This design comes from an exercise in tuning for small area on the open sky130 flow, not from production work.
In this exercise RTL edits were held to simulation tests only and were not proved equivalent to the original.

===== design/flow/constraint.sdc =====
create_clock -name core_clock -period 18.0 [get_ports {clk}]
set_input_delay 3.6000 -clock core_clock [delete_from_list [all_inputs] [get_ports {clk}]]
set_output_delay 3.6000 -clock core_clock [all_outputs]
set_load 0.01 [all_outputs]

===== design/flow/design.v =====
`timescale 1ns / 1ps
module chacha20_quarter#(parameter N = 32)(
    input wire [N-1:0] a,
    input wire [N-1:0] b,
    input wire [N-1:0] c,
    input wire [N-1:0] d,
    output wire [N-1:0] a_out,
    output wire [N-1:0] b_out,
    output wire [N-1:0] c_out,
    output wire [N-1:0] d_out
);
function [N-1:0] rotate_left;
    input [N-1:0] value;
    input integer amount;
    begin
        rotate_left = (value << amount) | (value >> (32 - amount));
    end
endfunction
wire [N-1:0] a1, b1, c1, d1;
wire [N-1:0] a2, b2, c2, d2;
assign a1 = a + b;
assign d1 = rotate_left(d ^ a1, 16);
assign c1 = c + d1;
assign b1 = rotate_left(b ^ c1, 12);
assign a2 = a1 + b1;
assign d2 = rotate_left(d1 ^ a2, 8);
assign c2 = c1 + d2;
assign b2 = rotate_left(b1 ^ c2, 7);
assign a_out = a2;
assign b_out = b2;
assign c_out = c2;
assign d_out = d2;
endmodule
`timescale 1ns / 1ps
module multiple_rounds#(parameter N = 32, parameter M= 20)(
  input clk, input rst,
  input wire [N-1:0] a,
  input wire [N-1:0] b,
  input wire [N-1:0] c,
  input wire [N-1:0] d,
  output wire [N-1:0] a_out,
  output wire [N-1:0] b_out,
  output wire [N-1:0] c_out,
  output wire [N-1:0] d_out,
  output reg ready);
  reg [N-1:0] a_hold_0;
  reg [N-1:0] b_hold_0;
  reg [N-1:0] c_hold_0;
  reg [N-1:0] d_hold_0;
  wire [N-1:0] a_next_0;
  wire [N-1:0] b_next_0;
  wire [N-1:0] c_next_0;
  wire [N-1:0] d_next_0;
  reg [N-1:0] a_hold_1;
  reg [N-1:0] b_hold_1;
  reg [N-1:0] c_hold_1;
  reg [N-1:0] d_hold_1;
  wire [N-1:0] a_next_1;
  wire [N-1:0] b_next_1;
  wire [N-1:0] c_next_1;
  wire [N-1:0] d_next_1;
  reg [N-1:0] a_hold_2;
  reg [N-1:0] b_hold_2;
  reg [N-1:0] c_hold_2;
  reg [N-1:0] d_hold_2;
  wire [N-1:0] a_next_2;
  wire [N-1:0] b_next_2;
  wire [N-1:0] c_next_2;
  wire [N-1:0] d_next_2;
  reg [N-1:0] a_hold_3;
  reg [N-1:0] b_hold_3;
  reg [N-1:0] c_hold_3;
  reg [N-1:0] d_hold_3;
  wire [N-1:0] a_next_3;
  wire [N-1:0] b_next_3;
  wire [N-1:0] c_next_3;
  wire [N-1:0] d_next_3;
  reg [N-1:0] a_hold_4;
  reg [N-1:0] b_hold_4;
  reg [N-1:0] c_hold_4;
  reg [N-1:0] d_hold_4;
  wire [N-1:0] a_next_4;
  wire [N-1:0] b_next_4;
  wire [N-1:0] c_next_4;
  wire [N-1:0] d_next_4;
  reg [N-1:0] a_hold_5;
  reg [N-1:0] b_hold_5;
  reg [N-1:0] c_hold_5;
  reg [N-1:0] d_hold_5;
  wire [N-1:0] a_next_5;
  wire [N-1:0] b_next_5;
  wire [N-1:0] c_next_5;
  wire [N-1:0] d_next_5;
  reg [N-1:0] a_hold_6;
  reg [N-1:0] b_hold_6;
  reg [N-1:0] c_hold_6;
  reg [N-1:0] d_hold_6;
  wire [N-1:0] a_next_6;
  wire [N-1:0] b_next_6;
  wire [N-1:0] c_next_6;
  wire [N-1:0] d_next_6;
  reg [N-1:0] a_hold_7;
  reg [N-1:0] b_hold_7;
  reg [N-1:0] c_hold_7;
  reg [N-1:0] d_hold_7;
  wire [N-1:0] a_next_7;
  wire [N-1:0] b_next_7;
  wire [N-1:0] c_next_7;
  wire [N-1:0] d_next_7;
  reg [N-1:0] a_hold_8;
  reg [N-1:0] b_hold_8;
  reg [N-1:0] c_hold_8;
  reg [N-1:0] d_hold_8;
  wire [N-1:0] a_next_8;
  wire [N-1:0] b_next_8;
  wire [N-1:0] c_next_8;
  wire [N-1:0] d_next_8;
  reg [N-1:0] a_hold_9;
  reg [N-1:0] b_hold_9;
  reg [N-1:0] c_hold_9;
  reg [N-1:0] d_hold_9;
  wire [N-1:0] a_next_9;
  wire [N-1:0] b_next_9;
  wire [N-1:0] c_next_9;
  wire [N-1:0] d_next_9;
  reg [N-1:0] a_hold_10;
  reg [N-1:0] b_hold_10;
  reg [N-1:0] c_hold_10;
  reg [N-1:0] d_hold_10;
  reg [4:0] count;
  reg [4:0] count_next;
  chacha20_quarter rounds_dut0(.a(a_hold_0),.b(b_hold_0),
                              .c(c_hold_0),.d(d_hold_0),
                              .a_out(a_next_0),.b_out(b_next_0),
                              .c_out(c_next_0),.d_out(d_next_0));
  chacha20_quarter rounds_dut1(.a(a_hold_1),.b(b_hold_1),
                              .c(c_hold_1),.d(d_hold_1),
                              .a_out(a_next_1),.b_out(b_next_1),
                              .c_out(c_next_1),.d_out(d_next_1));
  chacha20_quarter rounds_dut2(.a(a_hold_2),.b(b_hold_2),
                              .c(c_hold_2),.d(d_hold_2),
                              .a_out(a_next_2),.b_out(b_next_2),
                              .c_out(c_next_2),.d_out(d_next_2));
  chacha20_quarter rounds_dut3(.a(a_hold_3),.b(b_hold_3),
                              .c(c_hold_3),.d(d_hold_3),
                              .a_out(a_next_3),.b_out(b_next_3),
                              .c_out(c_next_3),.d_out(d_next_3));
  chacha20_quarter rounds_dut4(.a(a_hold_4),.b(b_hold_4),
                              .c(c_hold_4),.d(d_hold_4),
                              .a_out(a_next_4),.b_out(b_next_4),
                              .c_out(c_next_4),.d_out(d_next_4));
  chacha20_quarter rounds_dut5(.a(a_hold_5),.b(b_hold_5),
                              .c(c_hold_5),.d(d_hold_5),
                              .a_out(a_next_5),.b_out(b_next_5),
                              .c_out(c_next_5),.d_out(d_next_5)); 
  chacha20_quarter rounds_dut6(.a(a_hold_6),.b(b_hold_6),
                              .c(c_hold_6),.d(d_hold_6),
                              .a_out(a_next_6),.b_out(b_next_6),
                              .c_out(c_next_6),.d_out(d_next_6));   
  chacha20_quarter rounds_dut7(.a(a_hold_7),.b(b_hold_7),
                              .c(c_hold_7),.d(d_hold_7),
                              .a_out(a_next_7),.b_out(b_next_7),
                              .c_out(c_next_7),.d_out(d_next_7)); 
  chacha20_quarter rounds_dut8(.a(a_hold_8),.b(b_hold_8),
                              .c(c_hold_8),.d(d_hold_8),
                              .a_out(a_next_8),.b_out(b_next_8),
                              .c_out(c_next_8),.d_out(d_next_8));
  chacha20_quarter rounds_dut9(.a(a_hold_9),.b(b_hold_9),
                              .c(c_hold_9),.d(d_hold_9),
                              .a_out(a_next_9),.b_out(b_next_9),
                              .c_out(c_next_9),.d_out(d_next_9));                                                     
  always@(posedge clk or negedge rst)begin
    if(~rst)begin
      a_hold_0 <= 'b0;
      b_hold_0 <= 'b0;
      c_hold_0 <= 'b0;
      d_hold_0 <= 'b0;
    end
    else begin
      a_hold_0 <= a;
      b_hold_0 <= b;
      c_hold_0 <= c;
      d_hold_0 <= d;
    end
  end
  always@(posedge clk or negedge rst)begin
    if(~rst)begin
      a_hold_1 <= 'b0;
      b_hold_1 <= 'b0;
      c_hold_1 <= 'b0;
      d_hold_1 <= 'b0;
    end
    else begin
      a_hold_1 <= a_next_0;
      b_hold_1 <= b_next_0;
      c_hold_1 <= c_next_0;
      d_hold_1 <= d_next_0;
    end
  end
  always@(posedge clk or negedge rst)begin
    if(~rst)begin
      a_hold_2 <= 'b0;
      b_hold_2 <= 'b0;
      c_hold_2 <= 'b0;
      d_hold_2 <= 'b0;
    end
    else begin
      a_hold_2 <= a_next_1;
      b_hold_2 <= b_next_1;
      c_hold_2 <= c_next_1;
      d_hold_2 <= d_next_1;
    end
  end
  always@(posedge clk or negedge rst)begin
    if(~rst)begin
      a_hold_3 <= 'b0;
      b_hold_3 <= 'b0;
      c_hold_3 <= 'b0;
      d_hold_3 <= 'b0;
    end
    else begin
      a_hold_3 <= a_next_2;
      b_hold_3 <= b_next_2;
      c_hold_3 <= c_next_2;
      d_hold_3 <= d_next_2;
    end
  end
  always@(posedge clk or negedge rst)begin
    if(~rst)begin
      a_hold_4 <= 'b0;
      b_hold_4 <= 'b0;
      c_hold_4 <= 'b0;
      d_hold_4 <= 'b0;
    end
    else begin
      a_hold_4 <= a_next_3;
      b_hold_4 <= b_next_3;
      c_hold_4 <= c_next_3;
      d_hold_4 <= d_next_3;
    end
  end
  always@(posedge clk or negedge rst)begin
    if(~rst)begin
      a_hold_5 <= 'b0;
      b_hold_5 <= 'b0;
      c_hold_5 <= 'b0;
      d_hold_5 <= 'b0;
    end
    else begin
      a_hold_5 <= a_next_4;
      b_hold_5 <= b_next_4;
      c_hold_5 <= c_next_4;
      d_hold_5 <= d_next_4;
    end
  end 
  always@(posedge clk or negedge rst)begin
    if(~rst)begin
      a_hold_6 <= 'b0;
      b_hold_6 <= 'b0;
      c_hold_6 <= 'b0;
      d_hold_6 <= 'b0;
    end
    else begin
      a_hold_6 <= a_next_5;
      b_hold_6 <= b_next_5;
      c_hold_6 <= c_next_5;
      d_hold_6 <= d_next_5;
    end
  end 
  always@(posedge clk or negedge rst)begin
    if(~rst)begin
      a_hold_7 <= 'b0;
      b_hold_7 <= 'b0;
      c_hold_7 <= 'b0;
      d_hold_7 <= 'b0;
    end
    else begin
      a_hold_7 <= a_next_6;
      b_hold_7 <= b_next_6;
      c_hold_7 <= c_next_6;
      d_hold_7 <= d_next_6;
    end
  end 
  always@(posedge clk or negedge rst)begin
    if(~rst)begin
      a_hold_8 <= 'b0;
      b_hold_8 <= 'b0;
      c_hold_8 <= 'b0;
      d_hold_8 <= 'b0;
    end
    else begin
      a_hold_8 <= a_next_7;
      b_hold_8 <= b_next_7;
      c_hold_8 <= c_next_7;
      d_hold_8 <= d_next_7;
    end
  end
  always@(posedge clk or negedge rst)begin
    if(~rst)begin
      a_hold_9 <= 'b0;
      b_hold_9 <= 'b0;
      c_hold_9 <= 'b0;
      d_hold_9 <= 'b0;
    end
    else begin
      a_hold_9 <= a_next_8;
      b_hold_9 <= b_next_8;
      c_hold_9 <= c_next_8;
      d_hold_9 <= d_next_8;
    end
  end
  always@(posedge clk or negedge rst)begin
    if(~rst)begin
      a_hold_10 <= 'b0;
      b_hold_10 <= 'b0;
      c_hold_10 <= 'b0;
      d_hold_10 <= 'b0;
      ready <= 'b0;
    end
    else begin
      a_hold_10 <= a_next_9;
      b_hold_10 <= b_next_9;
      c_hold_10 <= c_next_9;
      d_hold_10 <= d_next_9;
      ready <= 1'b1;
    end
  end
  assign a_out = a_hold_10;
  assign b_out = b_hold_10;
  assign c_out = c_hold_10;
  assign d_out = d_hold_10;
endmodule

===== design/flow/config.mk =====
export PLATFORM = sky130hd
export DESIGN_NAME = multiple_rounds
export DESIGN_NICKNAME = multiple_rounds
export VERILOG_FILES = /design/flow/design.v
export SDC_FILE = /design/flow/constraint.sdc
export NUM_CORES = 4
export LEC_CHECK = 0
export CAP_MARGIN = 20
export CORE_MARGIN = 2
export CORE_UTILIZATION = 45
export PLACE_DENSITY = 0.6
export SLEW_MARGIN = 20

===== design/flow/run.sh =====
#!/bin/bash
# synth_recipe.tcl (not shown) runs the flow's synth.tcl, then flattens the netlist and writes it again
# the make line also repeats each setting of config.mk as NAME=value (left out here)
make -C /OpenROAD-flow-scripts/flow DESIGN_CONFIG=/design/flow/config.mk WORK_HOME=/design/flow/orfs CLKGATE_MAP_FILE= SYNTH_SCRIPT=/design/flow/synth_recipe.tcl finish

==> results of run 1 <==
[through the flow]
stage | setup slack [ns] | std cells | area [µm²]
final | 2.63 | 14300 | 118000
after global routing | 2.37 | 14300 | 118000
after CTS | 3.38 | 14300 | 118000
after detailed placement | 3.53 | 14000 | 112000
after global placement | 3.27 | 14000 | 112000
after floorplan | 7.62 | 10600 | 105000
[how the worst min path moves through the flow]
stage	from	end	slack, ns	cells past startpoint
after global placement	a_hold_0[0]	a_hold_1[0]	0.67	2
after floorplan	b_hold_9[0]	b_hold_10[19]	0.59	2
final	d_hold_7[30]	d_hold_8[22]	0.69	2
after global routing	d_hold_9[16]	d_hold_10[8]	0.71	2
after detailed placement	a_hold_0[0]	a_hold_1[0]	0.67	2
after CTS	d_hold_7[30]	d_hold_8[22]	0.69	2
[cell type report]
class	instances	area, µm²	share of cell area (%)
inverter	352	1320	1.12
clock inverter	91	1240	1.05
timing repair buffer	295	2910	2.46
sequential	1409	35300	29.9
clock buffer	207	4530	3.84
tap	3132	3920	3.32
antenna	20	50.0	0.0424
multi-input combinational	8843	68700	58.3
[placed cells by master (no fill, tap or decap), types with 23 or more instances in the layout]
cell and instances:
o22ai_1 23, xnor3_1 24, a31o_2 30, o31ai_1 54
a221oi_1 23, or3_1 36, ha_1 1266, a31oi_1 92
xnor2_1 870, a21oi_1 966, nand3_1 177, fa_1 40
and3_1 100, inv_1 352, clkdlybuf4s50_1 257, o21bai_1 157
o21ai_1 34, o21ai_0 481, a21boi_0 31, a21o_1 601
clkinv_2 27, nand4_1 87, dfrtp_1 1409, and2_1 40
clkbuf_8 26, or2_2 25, a221o_1 26, a211o_1 30
nor3_1 124, nor2b_1 125, o21a_1 152, nand2_1 478
buf_4 34, nand2b_1 131, nor2_1 567, xor2_1 1499
clkbuf_16 164, o211ai_1 64, a211oi_1 118
[worst register-to-register path, delay by kind of cell (launching register included)]
kind / cells / cell delay (ns)
flops: 1 / 0.37
simple gates: 4 / 0.70
buf+inv: 2 / 0.14
compound gates: 27 / 7.81
xor+xnor: 9 / 4.09
fa+ha+maj: 6 / 2.18
[cell families after synthesis]
group	Yosys count	share of synthesized area, %
AOI/OAI and AO/OA	3122	19.4
xor gates and xnor gates	2435	20.9
and+or+nand+nor	1976	9.04
DFF	1409	33.5
adders and majority gates	1306	15.8
buffers and inverters	391	1.39
muxes	3	0.0285
other	1	0.00356
[metal layers]
metal | global-route usage (%) | share of wire [%] | wire (µm)
met1 | 55.0 | 43 | 208000
met2 | 55.4 | 41 | 194000
met3 | 11.3 | 11 | 51400
met4 | 17.8 | 5.3 | 25400
met5 | 0.551 | 0.075 | 361
==> run summary, run 1 <==
Max Fclk=around 65 MHz; post-route ant nets=0; Port Buffer Count=258; I/O pins=approximately 260; Clock Path Buffers=3; vias per cell=6.25; Resized cells post-CTS=0; die width=around 500 µm; GRT overflow=0; crit end category=register; row cnt=around 180; fin crit share=85.4%; RD Place Congestion=around 1.1; CTS tree=done; cells taking the most area after synthesis=dfrtp_1 33%, ha_1 15%, xor2_1 13%; Post CTS Setup Buffer Count=0; Reg2Reg Setup Slack=around 2.6 ns; core outline area=around 230000 µm²; Buf/Inv on CP=2; WP depth=48; worst min path class=reg2reg; Die Area=around 240000 µm²; Yosys top cell area share=33.5%; largest net degree at the start of global routing=around 160; CTS Hold Bufs=0; syn_area_per_cell=approximately 10 µm²; r2r startpoint=b_hold_9[0]; setup tns final=0 ns; clock net sink count=roughly 1400; Finish-stage setup viols=0; largest delay contributor family on the critical path=compound AO/OA/AOI/OAI gates; DRC Markers=0; initial antenna violation count=48; Inserted Clock Buffers=162; 1st-iter DRT viols=about 11000; Max Slew Vio Count=0; slowest cell on the critical path=xor2_1; Pre-Repair DR Iteration Count=7; startpoint types=register; Final nets=~12000; root buffer selected by CTS=clkbuf_16; Synth Register Bits=around 1400; area leader, netlist=dfrtp_1; hold_ws=just under 0.7 ns; cell count after synthesis=10600; Die Ht=488 µm; Post-synth ARST share=100%; Cell variety after synth=between 100 and 150; final core occ=between 50% and 60%; final hold violations=0; most used cell, CP=xnor2_1; clock slew at reported path FFs=~0.07 ns; placed wire-length estimate=414000 µm; vias in the first global route=~85000; Crit. Startpoint=b_hold_9[0]; Initial Util=approximately 45%; most numerous cell in the Yosys netlist=xor2_1; global-route wire length before repair=about 650000 µm; Final Skew=0.0398 ns; worst path arrival time=~16 ns; Tot GR Track Use=about 39%; Routed WL per cell=approximately 33 µm; Detailed Route WL=~480000 µm; Post-synth EDFFs=0; vias after detailed routing=approximately 90000; largest fanout on the critical path=5; minimum clock period=approximately 15 ns; clock latency (worst-skew pair)=about 0.86 ns; crit path kind=reg2reg; worst setup path endpoint=b_hold_10[6]; Reg2Reg Depth=48; share of layout cells above drive strength 1=4.10%; Yosys Warn Count=2; synth-to-layout area growth=12.0%; delay of the slowest cell on the worst path=just under 0.9 ns; Mapped Area=~110000 µm²; r2r endpoint=b_hold_10[6]; Synth Flop Type=dfrtp_1; relative slew slack=about 14%; status=finished clean; sequential share of the synthesized area=33.5%; Slew @ Worst Pin=approximately 1.3 ns; Fillers=between 20000 and 25000; top cells by count, synth=1504 x xor2_1, 1409 x dfrtp_1, 1266 x ha_1, 966 x a21oi_1, 878 x xnor2_1; H-tree level count=4; synthesized net count=between 10000 and 15000; RSZ-0062 raised after global routing=false; Worst EP required=~19 ns; Max Cap Viol=0
==> run 2, diff against run 1 <==
==> design/flow/design.v (replaced) <==
`timescale 1ns / 1ps
module chacha20_quarter#(parameter N = 32)(
    input wire [N-1:0] a,
    input wire [N-1:0] b,
    input wire [N-1:0] c,
    input wire [N-1:0] d,
    output wire [N-1:0] a_out,
    output wire [N-1:0] b_out,
    output wire [N-1:0] c_out,
    output wire [N-1:0] d_out
);
function [N-1:0] rotate_left;
    input [N-1:0] value;
    input integer amount;
    begin
        rotate_left = (value << amount) | (value >> (32 - amount));
    end
endfunction
wire [N-1:0] a1, b1, c1, d1;
wire [N-1:0] a2, b2, c2, d2;
assign a1 = a + b;
assign d1 = rotate_left(d ^ a1, 16);
assign c1 = c + d1;
assign b1 = rotate_left(b ^ c1, 12);
assign a2 = a1 + b1;
assign d2 = rotate_left(d1 ^ a2, 8);
assign c2 = c1 + d2;
assign b2 = rotate_left(b1 ^ c2, 7);
assign a_out = a2;
assign b_out = b2;
assign c_out = c2;
assign d_out = d2;
endmodule
module multiple_rounds#(parameter N = 32, parameter M= 20)(
  input clk, input rst,
  input wire [N-1:0] a,
  input wire [N-1:0] b,
  input wire [N-1:0] c,
  input wire [N-1:0] d,
  output wire [N-1:0] a_out,
  output wire [N-1:0] b_out,
  output wire [N-1:0] c_out,
  output wire [N-1:0] d_out,
  output reg ready);
  reg [4*N-1:0] hold_0;
  reg [10:1] valid;
  genvar i;
  generate for (i = 0; i < 10; i = i + 1) begin : rounds
    wire [4*N-1:0] cur;
    wire [4*N-1:0] nxt;
    reg [4*N-1:0] hold;
    if (i == 0) begin : first
      assign cur = hold_0;
    end else begin : later
      assign cur = rounds[i-1].hold;
    end
    chacha20_quarter #(.N(N)) qr(.a(cur[4*N-1:3*N]), .b(cur[3*N-1:2*N]),
                                 .c(cur[2*N-1:N]), .d(cur[N-1:0]),
                                 .a_out(nxt[4*N-1:3*N]), .b_out(nxt[3*N-1:2*N]),
                                 .c_out(nxt[2*N-1:N]), .d_out(nxt[N-1:0]));
    always @(posedge clk)
      hold <= nxt;
  end endgenerate
  always @(posedge clk)
    hold_0 <= {a, b, c, d};
  always @(posedge clk or negedge rst) begin
    if (~rst) begin
      ready <= 1'b0;
      valid <= 10'b0;
    end else begin
      ready <= 1'b1;
      valid <= {valid[9:1], ready};
    end
  end
  assign {a_out, b_out, c_out, d_out} = rounds[9].hold & {4*N{valid[10]}};
endmodule
==> run summary, run 2 <==
initial antenna violation count=43; Die Area=approximately 230000 µm²; top cells by count, synth=1515 x xor2_1, 1408 x dfxtp_1, 1266 x ha_1, 992 x a21oi_1, 899 x xnor2_1; placed insts=roughly 14000; Synth Flop Type=dfxtp_1; vias after detailed routing=around 90000; final hold violations=0; Max Slew Vio Count=0; most frequent cells in the layout=1509 x xor2_1, 1408 x dfxtp_1, 1266 x ha_1; hold path startpoint=valid[8]; Clock Path Buffers=3; most common cell after layout, fill and taps aside=xor2_1; Crit. Startpoint=rounds[3].hold[74]; clock latency (worst-skew pair)=0.87 ns; Mapped Area=100000 µm²; core outline area=about 220000 µm²; H-tree level count=4; Buf/Inv on CP=0; worst min path class=reg2reg; GRT overflow=0; fin crit share=between 80% and 90%; largest family of logic cells by synthesized area=XOR/XNOR gates; mux contribution to synthesized area=less than 1%; number of flip-flops under the largest register name=~1300; synth-to-layout area growth=11.8%; area leader, netlist=dfxtp_1; Port Buffer Count=about 260; synthesized net count=12400; Routed WL per cell=around 32 µm; Final nets=12800; Yosys Warn Count=2; global-route wire length before repair=approximately 640000 µm; Inserted Clock Buffers=between 150 and 200; biggest regs=rounds.hold (1280), hold_0 (128), valid (10); root buffer selected by CTS=clkbuf_16; Detailed Route WL=~470000 µm; hold_ws=between 0.3 and 0.4 ns; most used cell, CP=o21ai_0; Max Fclk=roughly 62 MHz; Yosys top cell area share=between 20% and 30%; sequential share of the synthesized area=between 20% and 30%; Reg with most FFs=rounds.hold; 1st-iter DRT viols=roughly 11000; share of layout cells above drive strength 1=around 3.7%; largest fanout on the critical path=7; Reg2Reg Setup Slack=~2 ns; startpoint types=register; clock net sink count=1419; worst path arrival time=approximately 17 ns; Non-Filler Instances=14500; vias in the first global route=roughly 85000; Cell variety after synth=between 100 and 150; die width=roughly 480 µm; RD Place Congestion=~1.1; Max Cap Viol=0; Adder-Cell Fraction of Synth Area=around 17%; delay of the slowest cell on the worst path=between 1 and 1.5 ns; Reg2Reg Depth=46; Post-synth EDFFs=0; status=finished clean; CTS tree=done; Die Ht=476 µm; Pre-Repair DR Iteration Count=6; Slew @ Worst Pin=roughly 1.3 ns; largest net degree at the start of global routing=129; Tot GR Track Use=39.7%; cells taking the most area after synthesis=dfxtp_1 28%, ha_1 16%, xor2_1 13%; slowest cell on the critical path=xor2_1; r2r endpoint=rounds[4].hold[70]; relative slew slack=between 10% and 20%; Worst EP required=around 19 ns; setup tns final=0 ns; crit path kind=reg2reg; Simple-Gate Fraction of Synth Area=a little over a tenth; worst setup path endpoint=rounds[4].hold[70]; DRC Markers=0; Post CTS Setup Buffer Count=0; I/O pins=around 260; WP depth=46; Synth Register Bits=around 1400; cell count after synthesis=between 10000 and 15000; Final Skew=~0.048 ns; RSZ-0062 raised after global routing=false; row cnt=around 170; clock slew at reported path FFs=0.06 ns; syn_area_per_cell=~9.1 µm²; vias per cell=around 6.2; Initial Util=about 45%; minimum clock period=~16 ns; crit end category=register; post-route ant nets=0; Post-synth ARST share=less than 1%; Resized cells post-CTS=0; complex-gate fraction of the synthesized area=about a fifth; most numerous cell in the Yosys netlist=xor2_1; XOR/XNOR Fraction of Synth Area=21.8%; placed wire-length estimate=slightly above 400000 µm; CTS Hold Bufs=0; Finish-stage setup viols=0; r2r startpoint=rounds[3].hold[74]; largest delay contributor family on the critical path=compound AO/OA/AOI/OAI gates
## run 2: cell count changes after synthesis, sizes merged, moves of 13 or more
cell    delta
dfxtp   +1408
a21oi     +19
dfrtp   -1398
and2     +142
o31ai     -13
nor2b     +17
nand2     +15
a31oi     +18
xnor2     +16
o21ai     +16
clkbuf    +40
o31a      +16
## run 2: logic make-up after synthesis
family / count (synthesis)
fa+ha+maj: 1306
buf+inv: 427
mux: 3
compound gates: 3205
flops: 1419
xor+xnor: 2447
simple gates: 2196
other cells: 1
## run 2: per-stage QoR
| step | worst slack [ns] | area [µm²] | util [%] |
|---|---|---|---|
| after detailed placement | 2.77 | 106000 | 48.0 |
| final | 1.97 | 112000 | 50.6 |
| after floorplan | 7.73 | 100000 | - |
| after global placement | 2.81 | 106000 | 47.9 |
| after CTS | 2.61 | 112000 | 50.5 |
| after global routing | 1.96 | 112000 | 50.5 |
## run 2: cell type report
cell class,instances,area [µm²]
fillers,20800,110000
multi-input cells,9158,70300
flip-flops and latches,1419,28500
clock buffers,207,4570
well taps,2975,3720
repair buffers,269,2670
inverters,348,1310
clock inverters,92,1030
diodes,19,47.5
## run 2: worst min path at each step
stage,to,cells after the start
CTS,valid[9],0
detailed placement,valid[4],0
finish,valid[9],0
global route,valid[9],0
global placement,valid[10],0
floorplan,valid[10],0
## run 2: routing by layer
metal  GRT usage, %  vias up  part of all wire (%)
met5          0.567        -                 0.069
met4           20.7       24                   6.1
met3           10.8     1111                    11
met2           56.9     5308                    40
met1           54.0    43500                    43
li1               -    40100                     -
==> run 3, diff against run 2 <==
--- a/design/flow/design.v
+++ b/design/flow/design.v
@@ -1,4 +1,3 @@
-`timescale 1ns / 1ps
 module chacha20_quarter#(parameter N = 32)(
     input wire [N-1:0] a,
     input wire [N-1:0] b,
@@ -16,15 +15,33 @@
         rotate_left = (value << amount) | (value >> (32 - amount));
     end
 endfunction
-wire [N-1:0] a1, b1, c1, d1;
-wire [N-1:0] a2, b2, c2, d2;
-assign a1 = a + b;
+function [31:0] add32;
+    input [31:0] x, y;
+    reg [31:0] g, p, G, P, G2, P2;
+    integer i, s;
+    begin
+        g = x & y; p = x ^ y;
+        G = g; P = p;
+        for (s = 1; s < 32; s = s * 2) begin
+            G2 = G; P2 = P;
+            for (i = 0; i < 32; i = i + 1)
+                if ((i / s) % 2 == 1) begin
+                    G2[i] = G[i] | (P[i] & G[(i / s) * s - 1]);
+                    P2[i] = P[i] & P[(i / s) * s - 1];
+                end
+            G = G2; P = P2;
+        end
+        add32 = p ^ {G[30:0], 1'b0};
+    end
+endfunction
+wire [N-1:0] a1, b1, c1, d1, a2, b2, c2, d2;
+assign a1 = add32(a, b);
 assign d1 = rotate_left(d ^ a1, 16);
-assign c1 = c + d1;
+assign c1 = add32(c, d1);
 assign b1 = rotate_left(b ^ c1, 12);
-assign a2 = a1 + b1;
+assign a2 = add32(a1, b1);
 assign d2 = rotate_left(d1 ^ a2, 8);
-assign c2 = c1 + d2;
+assign c2 = add32(c1, d2);
 assign b2 = rotate_left(b1 ^ c2, 7);
 assign a_out = a2;
 assign b_out = b2;
==> run summary, run 3 <==
status=finished clean; Yosys top cell area share=31.2%; sequential share of the synthesized area=between 30% and 40%; most frequent cells in the layout=1408 x dfxtp_1, 1362 x xor2_1, 1200 x ha_1; r2r startpoint=rounds[7].hold[64]; most numerous cell in the Yosys netlist=dfxtp_1; Max Slew Vio Count=0; delay of the slowest cell on the worst path=about 1.1 ns; Cell variety after synth=approximately 90; Port Buffer Count=~260; synthesized net count=around 11000; Finish-stage setup viols=0; minimum clock period=between 10 and 15 ns; Max Cap Viol=0; I/O pins=about 260; vias after detailed routing=about 74000; number of flip-flops under the largest register name=1280; Mapped Area=about 90000 µm²; clock net sink count=approximately 1400; largest fanout on the critical path=6; clock latency (worst-skew pair)=0.86 ns; initial antenna violation count=34; Resized cells post-CTS=0; pre-CTS setup slack=between 4 and 5 ns; placed insts=about 12000; Synth Register Bits=1419; top cells by count, synth=1408 x dfxtp_1, 1370 x xor2_1, 1200 x ha_1, 797 x xnor2_1, 580 x a21oi_1; Reg2Reg Setup Slack=about 3.5 ns; placed wire-length estimate=approximately 380000 µm; Placed Area=96500 µm²; DRC Markers=0; most common cell after layout, fill and taps aside=dfxtp_1; Max Fclk=approximately 69 MHz; cell count after synthesis=slightly above 9000; Final Skew=between 0.04 and 0.05 ns; area leader, netlist=dfxtp_1; Final nets=about 11000; Reg with most FFs=rounds.hold; 1st-iter DRT viols=around 7800; hold path startpoint=valid[2]; core outline area=roughly 200000 µm²; Synth Flop Type=dfxtp_1; Worst EP required=between 15 and 20 ns; Post CTS Setup Buffer Count=0; crit path kind=reg2reg; Post-synth EDFFs=0; hold path cells=0; GRT overflow=0; die width=452 µm; CTS Hold Bufs=0; setup ws final=between 3 and 4 ns; r2r endpoint=rounds[8].hold[70]; Non-Filler Instances=roughly 12000; Post-synth ARST share=less than 1%; relative slew slack=5.50%; Clock Path Buffers=3; vias per cell=around 6.0; biggest regs=rounds.hold (1280), hold_0 (128), valid (10); Tot GR Track Use=roughly two fifths; Routed WL per cell=between 30 and 40 µm; H-tree level count=4; worst min path class=reg2reg; share of layout cells above drive strength 1=3.99%; design area=approximately 100000 µm²; post-route ant nets=0; setup tns final=0 ns; Initial Util=approximately 45%; Inserted Clock Buffers=163; Pre-Repair DR Iteration Count=6; root buffer selected by CTS=clkbuf_16; Reg2Reg Depth=47; global-route wire length before repair=580000 µm; syn_area_per_cell=around 10 µm²; RD Place Congestion=around 1.1; startpoint types=register; vias in the first global route=roughly 71000; Detailed Route WL=433000 µm; Hold EP=valid[3]; fin crit share=between 80% and 90%; final hold violations=0; clock slew at reported path FFs=approximately 0.060 ns; Slew @ Worst Pin=approximately 1.4 ns; RSZ-0062 raised after global routing=false; CTS tree=done; cells taking the most area after synthesis=dfxtp_1 31%, ha_1 17%, xor2_1 13%; synth-to-layout area growth=13.4%; Yosys Warn Count=2; crit end category=register; Die Ht=~450 µm; row cnt=approximately 160; Die Area=approximately 200000 µm²; slowest cell on the critical path=xnor2_1; worst path arrival time=around 15 ns; largest net degree at the start of global routing=between 100 and 150
run 3: changes by cell type after synthesis, moves of 70 or more:
cell	previous run	this run
a21oi_1	992	580
a21o_1	605	341
o21ai_0	524	272
nand2_1	493	261
inv_1	348	541
fa_1	40	200
xor2_1	1515	1370
nor2_1	573	455
xnor2_1	899	797
nand3_1	179	90
a31oi_1	113	34
o21bai_1	150	80
run 3: worst max-delay path: cells and delay by family, from the launching register on:
kind,cells,cell delay [ns]
buf+inv,3,0.43
fa+ha+maj,5,1.67
xor+xnor,8,3.24
simple gates,6,1.31
compound gates,25,7.34
flops,1,0.32
run 3: logic make-up (layout without fill, tap and decap cells):
family / after synthesis / after routing / synth area share [%]
flops: 1419 / 1419 / 31.5
compound gates: 1869 / 1869 / 13.5
buf+inv: 561 / 1137 / 2.33
other cells: 1 / 25 / 0.00415
fa+ha+maj: 1400 / 1400 / 21.0
mux: 1 / 1 / 0.0111
simple gates: 1583 / 1583 / 8.81
xor+xnor: 2240 / 2240 / 22.8
run 3: worst max path at each step:
stage | slack (ns) | depth (start not counted) | end | start
2_1_floorplan | 7.93 | 42 | rounds[0].hold[70] | hold_0[64]
3_3_place_gp | 4.27 | 42 | rounds[7].hold[88] | rounds[6].hold[64]
3_5_place_dp | 4.09 | 48 | rounds[8].hold[70] | rounds[7].hold[64]
4_1_cts | 4.05 | 48 | rounds[8].hold[70] | rounds[7].hold[64]
5_1_grt | 3.32 | 44 | rounds[7].hold[69] | rounds[6].hold[64]
6_report | 3.50 | 47 | rounds[8].hold[70] | rounds[7].hold[64]
run 3: per-stage QoR:
stage               hold WS (ns)  util, %
floorplan                  0.331        -
global placement           0.332     48.3
detailed placement         0.339     48.4
CTS                        0.352     51.3
global route               0.358     51.3
finish                     0.349     51.4
run 3: per-layer routing:
metal | wire [µm] | track usage, % | part of all wire (%) | vias to the layer above
li1 | - | - | - | 32400
met1 | 159000 | 47.0 | 37 | 35700
met2 | 192000 | 65.7 | 44 | 4148
met3 | 38800 | 10.8 | 9.0 | 1393
met4 | 42300 | 33.4 | 9.8 | 10
met5 | 65 | 0 | 0.015 | -
run 3: cell type report:
class | instances | area, µm²
multi-input cells | 7094 | 60000
well taps | 2656 | 3320
clock inverters | 88 | 1250
diodes | 24 | 60.1
clock buffers | 216 | 4570
repair buffers | 291 | 2840
inverters | 542 | 2030
fillers | 18100 | 97100
flip-flops and latches | 1419 | 28500
==> run 4, diff against run 3 <==
--- a/design/flow/config.mk
+++ b/design/flow/config.mk
@@ -7,6 +7,7 @@
 export LEC_CHECK = 0
 export CAP_MARGIN = 20
 export CORE_MARGIN = 2
-export CORE_UTILIZATION = 45
-export PLACE_DENSITY = 0.6
+export CORE_UTILIZATION = 60
+export CTS_BUF_LIST = sky130_fd_sc_hd__clkbuf_4 sky130_fd_sc_hd__clkbuf_8
+export PLACE_DENSITY = 0.7
 export SLEW_MARGIN = 20
==> run summary, run 4 <==
status=finished clean; core outline area=approximately 150000 µm²; setup tns final=0 ns; Cell variety after synth=slightly below 90; Yosys Warn Count=2; vias after detailed routing=between 70000 and 80000; Die Area=154000 µm²; Routed WL per cell=between 30 and 40 µm; Detailed Route WL=362000 µm; DRC Markers=0; share of layout cells above drive strength 1=approximately 5%; syn_area_per_cell=~10 µm²; relative slew slack=approximately 17%; Reg2Reg Setup Slack=3.86 ns; startpoint types=register; Initial Util=60.4%; sequential share of the synthesized area=approximately a third; Inserted Clock Buffers=between 200 and 250; clock slew at reported path FFs=0.07 ns; Reg with most FFs=rounds.hold; pre-CTS setup slack=around 4.6 ns; clock net sink count=roughly 1400; delay of the slowest cell on the worst path=approximately 0.86 ns; RD Place Congestion=between 1 and 1.5; Pre-Repair DR Iteration Count=8; initial antenna violation count=29; top cells by count, synth=1408 x dfxtp_1, 1370 x xor2_1, 1200 x ha_1, 797 x xnor2_1, 580 x a21oi_1; Final Skew=between 0.08 and 0.09 ns; Tot GR Track Use=between 40% and 50%; cell count after synthesis=9074; crit end category=register; Post CTS Setup Buffer Count=0; root buffer selected by CTS=clkbuf_8; Final nets=11100; Port Buffer Count=~260; GRT overflow=0; worst min path class=reg2reg; post-route ant nets=0; row cnt=142; vias in the first global route=approximately 72000; final core occ=67.4%; Resized cells post-CTS=0; synthesized net count=between 10000 and 15000; placed wire-length estimate=about 300000 µm; most common cell after layout, fill and taps aside=dfxtp_1; Max Slew Vio Count=0; Post-synth EDFFs=0; largest net degree at the start of global routing=approximately 130; Max Fclk=70.7 MHz; Synth Flop Type=dfxtp_1; global-route wire length before repair=502000 µm; vias per cell=6.34; Mapped Area=roughly 90000 µm²; I/O pins=approximately 260; final hold violations=0; Die Ht=392 µm; minimum clock period=~14 ns; clock latency (worst-skew pair)=1.02 ns; Slew @ Worst Pin=1.24 ns; Finish-stage setup viols=0; Post-synth ARST share=less than 1%; hold_ws=0.350 ns; fin crit share=between 70% and 80%; synth-to-layout area growth=11.7%; worst path arrival time=~15 ns; most frequent cells in the layout=1408 x dfxtp_1, 1370 x xor2_1, 1200 x ha_1; setup ws final=around 3.9 ns; CTS Hold Bufs=0; Max Cap Viol=0; largest fanout on the critical path=4; cells taking the most area after synthesis=dfxtp_1 31%, ha_1 17%, xor2_1 13%; number of flip-flops under the largest register name=~1300; biggest regs=rounds.hold (1280), hold_0 (128), valid (10); crit path kind=reg2reg; Clock Path Buffers=3; Worst EP required=around 19 ns; slowest cell on the critical path=o31ai_1; RSZ-0062 raised after global routing=false; Yosys top cell area share=31.2%; Synth Register Bits=around 1400; CTS tree=done; die width=between 300 and 400 µm; H-tree level count=4; most numerous cell in the Yosys netlist=dfxtp_1; area leader, netlist=dfxtp_1; 1st-iter DRT viols=approximately 10000
[run 4: cell counts after synthesis]
Identical to the previous run, type by type.
[run 4: cells by family after synthesis]
family          share of synthesized area (%)
other cells                           0.00415
fa+ha+maj                                21.0
mux                                    0.0111
flops                                    31.5
compound gates                           13.5
xor+xnor                                 22.8
buf+inv                                  2.33
simple gates                             8.81
[run 4: final cells by class]
class                   instances  area [µm²]
multi-input cells            7094       59900
fillers                     11700       48800
flip-flops and latches       1419       28500
clock buffers                 326        4240
repair buffers                267        2650
well taps                    2016        2520
inverters                     542        2030
clock inverters                94        1220
diodes                         10        25.0
[run 4: per-layer routing]
metal / global-route usage [%] / wire length, µm / vias to the layer above / share of wire, %
li1: - / - / 32400 / -
met1: 60.3 / 141000 / 35500 / 39
met2: 64.6 / 142000 / 5235 / 39
met3: 15.2 / 49700 / 1413 / 14
met4: 29.9 / 28700 / 16 / 7.9
met5: 0 / 93 / - / 0.026
[run 4: critical path: cells and delay by family, from the launching register on]
family	cells	cell delay, ns
AO/OA/AOI/OAI	23	7.07
XOR/XNOR	7	2.48
AND/OR/NAND/NOR	8	2.24
adder cells (fa/ha/maj)	5	1.78
flip-flops	1	0.39
buffers and inverters	1	0.05
[run 4: stage by stage]
| stage | std cells | cell area (µm²) |
|---|---|---|
| floorplan | 9074 | 90400 |
| global placement | 11300 | 95500 |
| detailed placement | 11300 | 95500 |
| CTS | 11800 | 101000 |
| global route | 11800 | 101000 |
| finish | 11800 | 101000 |
[run 4: path summary, 6_finish.rpt]
check | from | endpoint | depth (start not counted)
worst max-delay path | hold_0[64] | rounds[0].hold[70] | 44
worst min-delay path | valid[9] | valid[10] | 0
worst max register to register | hold_0[64] | rounds[0].hold[70] | 44
worst min register to register | valid[9] | valid[10] | 0
max in group asynchronous | rst | valid[10] | 1
min in group asynchronous | rst | valid[7] | 1
==> run 5, diff against run 4 <==
--- a/design/flow/config.mk
+++ b/design/flow/config.mk
@@ -7,7 +7,7 @@
 export LEC_CHECK = 0
 export CAP_MARGIN = 20
 export CORE_MARGIN = 2
-export CORE_UTILIZATION = 60
-export CTS_BUF_LIST = sky130_fd_sc_hd__clkbuf_4 sky130_fd_sc_hd__clkbuf_8
-export PLACE_DENSITY = 0.7
+export CORE_UTILIZATION = 70
+export CTS_BUF_LIST = sky130_fd_sc_hd__clkbuf_2 sky130_fd_sc_hd__clkbuf_4
+export PLACE_DENSITY = 0.8
 export SLEW_MARGIN = 20
==> run summary, run 5 <==
pre-CTS setup slack=~5.0 ns; Max Fclk=73.6 MHz; mux contribution to synthesized area=less than 1%; top cells by count, synth=1408 x dfxtp_1, 1370 x xor2_1, 1200 x ha_1, 797 x xnor2_1, 580 x a21oi_1; 1st-iter DRT viols=~12000; post-route ant nets=0; XOR/XNOR Fraction of Synth Area=~23%; Routed WL per cell=a little over 30 µm; Buf/Inv on CP=1; vias per cell=roughly 6.7; most frequent cells in the layout=1408 x dfxtp_1, 1362 x xor2_1, 1200 x ha_1; Simple-Gate Fraction of Synth Area=8.81%; cell count after synthesis=approximately 9100; crit end category=register; Clock Path Buffers=4; Inserted Clock Buffers=370; synthesized net count=around 11000; Die Ht=about 360 µm; largest net degree at the start of global routing=about 130; hold_ws=around 0.34 ns; Adder-Cell Fraction of Synth Area=between 20% and 30%; Port Buffer Count=roughly 260; Slew @ Worst Pin=between 1 and 1.5 ns; die width=around 360 µm; Post-synth EDFFs=0; DRC Markers=0; worst min path class=reg2reg; minimum clock period=13.59 ns; design area=99800 µm²; vias in the first global route=about 75000; largest delay contributor family on the critical path=compound AO/OA/AOI/OAI gates; Max Slew Vio Count=0; I/O pins=about 260; share of layout cells above drive strength 1=under 10%; H-tree level count=5; Mapped Area=about 90000 µm²; Initial Util=between 70% and 80%; Detailed Route WL=~350000 µm; clock slew at reported path FFs=roughly 0.080 ns; number of flip-flops under the largest register name=1280; Placed Area=around 95000 µm²; Finish-stage setup viols=0; Synth Flop Type=dfxtp_1; most numerous cell in the Yosys netlist=dfxtp_1; sequential share of the synthesized area=between 30% and 40%; Post-synth ARST share=less than 1%; cells taking the most area after synthesis=dfxtp_1 31%, ha_1 17%, xor2_1 13%; complex-gate fraction of the synthesized area=a little over an eighth; biggest regs=rounds.hold (1280), hold_0 (128), valid (10); relative slew slack=roughly a tenth; Pre-Repair DR Iteration Count=12; most used cell, CP=a21oi_1; row cnt=around 130; RSZ-0062 raised after global routing=false; RD Place Congestion=roughly 1.2; Yosys Warn Count=2; startpoint types=register; synth-to-layout area growth=10.3%; Final nets=around 11000; syn_area_per_cell=approximately 10 µm²; worst path arrival time=around 15 ns; initial antenna violation count=between 40 and 50; global-route wire length before repair=approximately 500000 µm; largest fanout on the critical path=5; Tot GR Track Use=a little over half; placed wire-length estimate=about 290000 µm; clock net sink count=1419; GRT overflow=0; Final Skew=approximately 0.17 ns; root buffer selected by CTS=clkbuf_4; delay of the slowest cell on the worst path=approximately 0.63 ns; Post CTS Setup Buffer Count=0; clock latency (worst-skew pair)=~1.5 ns; crit path kind=reg2reg; Resized cells post-CTS=0; vias after detailed routing=77500; Synth Register Bits=about 1400; CTS tree=done; Worst EP required=roughly 19 ns; area leader, netlist=dfxtp_1; Die Area=132000 µm²; largest family of logic cells by synthesized area=XOR/XNOR gates; Reg with most FFs=rounds.hold; Cell variety after synth=88; CTS Hold Bufs=0; Max Cap Viol=0; Yosys top cell area share=a little under a third; most common cell after layout, fill and taps aside=dfxtp_1; core outline area=128000 µm²; fin crit share=between 70% and 80%; slowest cell on the critical path=fa_1; setup ws final=4.41 ns; setup tns final=0 ns; status=finished clean; final hold violations=0
## run 5: changes by cell type in the layout (fill, tap and decap cells not counted), moves of 3 or more
cell	change
bufinv_16	-17
clkbuf_4	+470
clkbuf_8	-287
clkinv_1	+76
clkinv_2	-15
clkinv_4	-3
clkinvlp_4	-15
diode_2	+16
inv_2	+4
xnor2_1	-4
xnor2_2	+4
xor2_1	-8
xor2_2	+8
## run 5: metal layers
layer / GRT usage (%) / wire length [µm]
met5: 0.581 / 208
met4: 40.8 / 33700
met3: 23.6 / 58400
met2: 70.5 / 133000
met1: 64.3 / 127000
## run 5: per-stage QoR
step,utilization (%),instances
floorplan,-,9074
CTS,77.9,11600
global placement,74.4,11000
finish,78.0,11600
detailed placement,74.4,11000
global route,78.0,11600
## run 5: logic make-up after synthesis
kind of cell | after synthesis
xor+xnor | 2240
compound gates | 1869
simple gates | 1583
flops | 1419
fa+ha+maj | 1400
buf+inv | 561
other cells | 1
mux | 1
## run 5: final cells by class
type	instances	area [µm²]
Multi-Input combinational cell	7094	60000
Sequential cell	1419	28500
Fill cell	8573	28100
Clock buffer	509	3820
Timing Repair Buffer	267	2650
Tap cell	1662	2080
Inverter	542	2030
Clock inverter	116	687
Antenna cell	26	65.1
## run 5: final timing paths
kind	startpoint	endpoint	slack (ns)	cells after the start
worst max-delay path	hold_0[64]	rounds[0].hold[70]	4.41	43
min in group asynchronous	rst	valid[7]	2.58	1
max in group asynchronous	rst	valid[10]	15.04	1
worst min-delay path	valid[8]	valid[9]	0.34	0
worst max register to register	hold_0[64]	rounds[0].hold[70]	4.41	43
worst min register to register	valid[8]	valid[9]	0.34	0
==> run 6, diff against run 5 <==
==> design/flow/flow/run.sh (new file) <==
#!/bin/bash
# The standard layout, with minimum-size buffers on the ports instead of
# the delay-cell buffers buffer_ports picks by default. The whole make output
# is kept in standard_flow.log; ORFS keeps each tool's log under orfs/logs/.
bash standard.sh "BUFFER_PORTS_ARGS=-buffer_cell sky130_fd_sc_hd__buf_1" finish > standard_flow.log 2>&1
==> design/flow/standard.sh (new file) <==
#!/bin/bash
# synth_recipe.tcl (not shown) runs the flow's synth.tcl, then flattens the netlist and writes it again
# the make line also repeats each setting of config.mk as NAME=value (left out here)
make -C /OpenROAD-flow-scripts/flow DESIGN_CONFIG=/design/flow/config.mk WORK_HOME=/design/flow/orfs CLKGATE_MAP_FILE= SYNTH_SCRIPT=/design/flow/synth_recipe.tcl "${@:-finish}"
--- a/design/flow/config.mk
+++ b/design/flow/config.mk
@@ -7,7 +7,7 @@
 export LEC_CHECK = 0
 export CAP_MARGIN = 20
 export CORE_MARGIN = 2
-export CORE_UTILIZATION = 70
-export CTS_BUF_LIST = sky130_fd_sc_hd__clkbuf_2 sky130_fd_sc_hd__clkbuf_4
-export PLACE_DENSITY = 0.8
+export CORE_UTILIZATION = 60
+export CTS_BUF_LIST = sky130_fd_sc_hd__clkbuf_4 sky130_fd_sc_hd__clkbuf_8
+export PLACE_DENSITY = 0.7
 export SLEW_MARGIN = 20
removed: design/flow/run.sh
==> run summary, run 6 <==
status=finished clean; most common cell after layout, fill and taps aside=dfxtp_1; Port Buffer Count=258; post-route ant nets=0; H-tree level count=4; hold path cells=0; clock net sink count=approximately 1400; RSZ-0062 raised after global routing=false; most frequent cells in the layout=1408 x dfxtp_1, 1369 x xor2_1, 1200 x ha_1; r2r startpoint=rounds[6].hold[64]; hold_ws=approximately 0.35 ns; Fillers=11800; worst min path class=reg2reg; Initial Util=a little over 60%; delay of the slowest cell on the worst path=0.81 ns; Post-synth ARST share=less than 1%; Clock Path Buffers=3; global-route wire length before repair=roughly 510000 µm; clock latency (worst-skew pair)=around 0.98 ns; DRC Markers=0; core outline area=150000 µm²; Detailed Route WL=roughly 360000 µm; minimum clock period=13.66 ns; CTS Hold Bufs=0; vias in the first global route=71800; Finish-stage setup viols=0; Die Area=between 150000 and 200000 µm²; biggest regs=rounds.hold (1280), hold_0 (128), valid (10); Non-Filler Instances=between 10000 and 15000; Post CTS Setup Buffer Count=0; syn_area_per_cell=9.97 µm²; root buffer selected by CTS=clkbuf_8; Cell variety after synth=88; sequential share of the synthesized area=31.5%; placed wire-length estimate=310000 µm; final hold violations=0; Resized cells post-CTS=0; worst path arrival time=between 10 and 15 ns; Hold EP=valid[8]; synth-to-layout area growth=10.1%; XOR/XNOR Fraction of Synth Area=a little under a quarter; 1st-iter DRT viols=roughly 9300; Synth Register Bits=1419; number of flip-flops under the largest register name=between 1000 and 1500; Simple-Gate Fraction of Synth Area=~9%; Reg with most FFs=rounds.hold; Final nets=11100; Max Fclk=~73 MHz; Max Slew Vio Count=0; complex-gate fraction of the synthesized area=13.5%; Placed Area=93900 µm²; Worst EP required=approximately 19 ns; largest family of logic cells by synthesized area=XOR/XNOR gates; area leader, netlist=dfxtp_1; met2 usage=64.7%; startpoint types=register; hold path startpoint=valid[7]; die width=392 µm; M1 GR Usage=approximately three fifths; I/O pins=between 200 and 300; Tot GR Track Use=46.3%; cells taking the most area after synthesis=dfxtp_1 31%, ha_1 17%, xor2_1 13%; Reg2Reg Setup Slack=about 4.3 ns; initial antenna violation count=26; Yosys top cell area share=31.2%; mux contribution to synthesized area=less than 1%; Post-synth EDFFs=0; setup tns final=0 ns; most used cell, CP=a21oi_1; crit end category=register; slowest cell on the critical path=a2111oi_0; Mapped Area=90400 µm²; Final Skew=about 0.076 ns; Inserted Clock Buffers=around 230; relative slew slack=between 10% and 20%; cell count after synthesis=~9100; largest fanout on the critical path=6; met3 global-route usage=between 10% and 20%; share of layout cells above drive strength 1=5.03%; clock slew at reported path FFs=0.07 ns; Slew @ Worst Pin=about 1.2 ns; Routed WL per cell=30.8 µm; gr busiest metal=met2; crit path kind=reg2reg; top cells by count, synth=1408 x dfxtp_1, 1370 x xor2_1, 1200 x ha_1, 797 x xnor2_1, 580 x a21oi_1; most numerous cell in the Yosys netlist=dfxtp_1; Pre-Repair DR Iteration Count=6; fin crit share=75.9%; vias per cell=around 6.3; CTS tree=done; synthesized net count=between 10000 and 15000; GRT overflow=0; Max Cap Viol=0; RD Place Congestion=~1.1; row cnt=between 100 and 150; Reg2Reg Depth=45; placed insts=roughly 11000; r2r endpoint=rounds[7].hold[70]; Synth Flop Type=dfxtp_1; Die Ht=around 400 µm; Yosys Warn Count=2; Adder-Cell Fraction of Synth Area=21.0%; largest net degree at the start of global routing=around 130; design area=around 100000 µm²; vias after detailed routing=around 74000
==> run 6: cell counts after synthesis <==
Identical to the previous run, type by type.
==> run 6: worst max path at each step <==
stage	startpoint	to	slack [ns]	cells after the start
after floorplan	hold_0[64]	rounds[0].hold[70]	7.93	42
after global placement	rounds[3].hold[71]	rounds[4].hold[70]	5.06	41
after detailed placement	rounds[6].hold[64]	rounds[7].hold[70]	4.91	45
after CTS	rounds[6].hold[64]	rounds[7].hold[70]	4.83	45
after global routing	hold_0[64]	rounds[0].hold[70]	4.05	44
final	rounds[6].hold[64]	rounds[7].hold[70]	4.34	45
==> run 6: metrics by stage <==
step,utilization [%],setup WS [ns]
floorplan,-,7.93
global placement,62.7,5.06
detailed placement,62.7,4.91
CTS,66.4,4.83
global route,66.4,4.05
finish,66.5,4.34
==> run 6: cell families (layout without fill, tap and decap cells) <==
group / count (synthesis) / after routing
XOR/XNOR: 2240 / 2240
AO/OA/AOI/OAI: 1869 / 1869
AND/OR/NAND/NOR: 1583 / 1583
flip-flops: 1419 / 1419
adder cells (fa/ha/maj): 1400 / 1400
buffers and inverters: 561 / 1229
other: 1 / 11
multiplexers: 1 / 1
==> run 6: cell type report <==
type | count | area [µm²] | share of cell area (%)
inverters | 542 | 2030 | 2.04
flip-flops and latches | 1419 | 28500 | 28.6
repair buffers | 266 | 1030 | 1.03
multi-input cells | 7094 | 59900 | 60.2
diodes | 10 | 25.0 | 0.0251
clock inverters | 86 | 1270 | 1.28
well taps | 2016 | 2520 | 2.53
clock buffers | 335 | 4310 | 4.33
==> run 6: per-layer routing <==
layer | part of all wire [%] | up-vias
met5 | 0.017 | -
met4 | 7.8 | 8
met3 | 14 | 1334
met2 | 39 | 5169
met1 | 39 | 35300
li1 | - | 32500
==> run 6: critical path: cells and delay by family (launching register included) <==
family / cells / cell delay (ns)
xor+xnor: 8 / 3.00
compound gates: 24 / 7.08
fa+ha+maj: 6 / 2.00
simple gates: 4 / 0.62
buf+inv: 3 / 0.35
flops: 1 / 0.46

[separate check: timing with driven ports]
Ports are ideal in the flow. The routed layouts listed here were re-timed in OpenROAD.
Step 1, drivers: a clkbuf_16 drives clk and a buf_2 each remaining input, both assumed.
Step 2, shift: input delay + t, output delay - t, t = (earliest + latest rising clock arrival at the registers) / 2. This alone moves slack from input paths to output paths.
a / b / c = ideal ports / drivers / drivers and shift; a / b = the first two.
run	t (ns)	setup WS [ns]	slew at the worst register clock pin (ns)	pins driven straight from the clock port
run 1	0.936	2.626 / 2.626 / 2.626	0.08 / 0.08	1
run 2	0.939	1.966 / 1.966 / 1.966	0.08 / 0.08	1
run 3	0.938	3.505 / 3.505 / 3.505	0.07 / 0.07	1
run 4	1.062	3.863 / 3.863 / 3.863	0.08 / 0.08	1
run 5	1.442	4.408 / 4.408 / 4.408	0.09 / 0.09	1
run 6	1.042	4.344 / 4.344 / 4.344	0.08 / 0.08	1
After both steps setup and hold are still met in every run listed.
